Context: an optimization exercise on an open-source flow, tuned for small area. The choices shown serve that exercise and are no tape-out recipe. In this exercise RTL edits were held to simulation tests only and were not proved equivalent to the original. Power and IR drop assume default switching activity.

== v58 ==
// pe_group
module pe_group # (
	parameter NUM_PEGS = 4,
	parameter NUM_PES = 8,
	parameter LOG2_PES = 3,
	parameter IN_DATA_TYPE = 8,
	parameter OUT_DATA_TYPE = 16)(
		clk,
		rst,
		i_data_valid,
		i_data_bus,
		i_stationary,
		i_dest_bus,
		i_vn_seperator,
		o_data_valid,
		o_data_bus
);
	input clk;
	input rst;
	input [NUM_PEGS -1 : 0] i_data_valid;
	input [NUM_PEGS * NUM_PES * IN_DATA_TYPE -1 : 0] i_data_bus;
	input [NUM_PEGS -1 : 0] i_stationary;
	input [NUM_PEGS * NUM_PES * LOG2_PES -1:0] i_dest_bus;
	input [NUM_PEGS * NUM_PES * LOG2_PES -1:0] i_vn_seperator;
	output [NUM_PEGS * NUM_PES -1:0] o_data_valid;
	output [NUM_PEGS * NUM_PES * OUT_DATA_TYPE -1:0] o_data_bus;
	genvar g;
	generate
		for (g = 0; g < NUM_PEGS; g = g + 1) begin : grp
			peg_slice u_peg (
				.clk(clk),
				.rst(rst),
				.i_valid(i_data_valid[g]),
				.i_stationary(i_stationary[g]),
				.i_data(i_data_bus[g*64 +: 64]),
				.i_dest(i_dest_bus[g*24 +: 24]),
				.i_vn(i_vn_seperator[g*24 +: 24]),
				.o_valid(o_data_valid[g*8 +: 8]),
				.o_data(o_data_bus[g*128 +: 128])
			);
		end
	endgenerate
endmodule
Size: about 18,000 cells after synthesis, about 3,500 flip-flops, roughly 1,000 I/O pins.
export LEC_CHECK = 0
export CAP_MARGIN = 20
export CORE_MARGIN = 2
export CORE_UTILIZATION = 60
export CTS_BUF_LIST = sky130_fd_sc_hd__clkbuf_8
export CTS_CLUSTER_DIAMETER = 45
export CTS_CLUSTER_SIZE = 18
export GPL_TIMING_DRIVEN = 0
export SETUP_SLACK_MARGIN = 0.05
export SLEW_MARGIN = 20
create_clock -name core_clock -period 5.5 [get_ports {clk}]
standard.sh (not shown) runs the stock make flow with config.mk's settings and CLKGATE_MAP_FILE= SYNTH_SCRIPT=/design/flow/synth_recipe.tcl, a recipe that flattens the netlist after the stock synthesis.
==> flow/flow/run.sh <==
#!/bin/bash
# The standard layout (the standard.sh, with the standard flow's own synthesis), with the
# buffers that Yosys/ABC put in the netlist removed at floorplan instead of kept.
set -euo pipefail
bash standard.sh REMOVE_ABC_BUFFERS=1 finish > standard_flow.log 2>&1
v58 reached the final stage; the timing, design-rule and antenna checks on its layout passed.
#### Input delta (v51 over v58)
Settings: CORE_UTILIZATION now 55, was 60; CTS_CLUSTER_DIAMETER now 60, was 45; CTS_CLUSTER_SIZE now 30, was 18; SETUP_SLACK_MARGIN now 0.1, was 0.05; CTS_BUF_LIST no longer set, was sky130_fd_sc_hd__clkbuf_8.
==> flow/run.sh (new file) <==
#!/bin/bash
# synth_recipe.tcl (not shown) runs the flow's synth.tcl, then flattens the netlist and writes it again
# the make line also repeats each setting of config.mk as NAME=value (left out here)
make -C /OpenROAD-flow-scripts/flow DESIGN_CONFIG=/design/flow/config.mk WORK_HOME=/design/flow/orfs CLKGATE_MAP_FILE= SYNTH_SCRIPT=/design/flow/synth_recipe.tcl finish
removed: flow/flow/run.sh
removed: flow/standard.sh
## What came out
v51: arrival time of the worst setup path is 2080 ps lower than what v58 reported. Summary — overall power after layout, v51 relative to v58: higher, by 4.6 mW. Going from v58 to v51, non-clock buffer total of the final layout +1,212; synthesis-to-finish area growth higher.
#### Input delta (v33 over v51)
Settings: CTS_CLUSTER_DIAMETER: 60 -> 50; CTS_BUF_LIST: unset -> sky130_fd_sc_hd__clkbuf_8; CTS_CLUSTER_SIZE: 30 -> 20; CORE_UTILIZATION: 55 -> 68.
==> flow/flow/run.sh (new file) <==
#!/bin/bash
# The standard layout (the standard.sh, with the standard flow's own synthesis), with the
# buffers that Yosys/ABC put in the netlist removed at floorplan instead of kept.
set -euo pipefail
bash standard.sh REMOVE_ABC_BUFFERS=1 finish > standard_flow.log 2>&1
==> flow/standard.sh (new file) <==
#!/bin/bash
# synth_recipe.tcl (not shown) runs the flow's synth.tcl, then flattens the netlist and writes it again
# the make line also repeats each setting of config.mk as NAME=value (left out here)
make -C /OpenROAD-flow-scripts/flow DESIGN_CONFIG=/design/flow/config.mk WORK_HOME=/design/flow/orfs CLKGATE_MAP_FILE= SYNTH_SCRIPT=/design/flow/synth_recipe.tcl "${@:-finish}"
removed: flow/run.sh
Findings:
- v33 reached the final stage; the timing, design-rule and antenna checks on its layout passed.
- For the worst slack at placement, v33 came in 1410 ps lower than v51 did.
- Setup WNS v51 -> v33: worse
- The tap cell instance count in v51 is 1.3 times that in v33.
- Compared with v51, v33 shows a lower first-pass GRT wire length.
- When v33 is measured against v51, its part of the total power dissipated in combinational logic turns out 0.7 points lower.
- Note that the power recorded for v51 amounts to 1.08 times the value seen in v33.
- Reported for v33 and v51, total number of sequential cells turned out identical to the last digit.
- Cmp v33 vs v51: via count lower in v33

## static timing again, ports no longer ideal
Ports are ideal in the flow. The routed layouts listed here were re-timed in OpenROAD.
Step 1 assumes that a clkbuf_16 drives the clock port and a buf_2 every other input.
Step 2 adds t to the input delays and takes it off the output delays; t is the mean of the earliest and latest rising clock arrival at the registers after step 1. Input paths then give back, and output paths get back, about the clock's delay inside the block.
a / b / c = no drivers / after step 1 / after step 2; a / b = the first two.
run	shift t [ns]	setup slack, ns	worst register clock-pin slew, ns
v58	1.210	0.243 / 0.179 / 0.243	0.11 / 0.11
v51	1.045	0.260 / 0.136 / 0.297	0.10 / 0.10
v33	1.187	0.212 / 0.133 / 0.212	0.12 / 0.12
After both steps setup and hold are still met in every run listed.
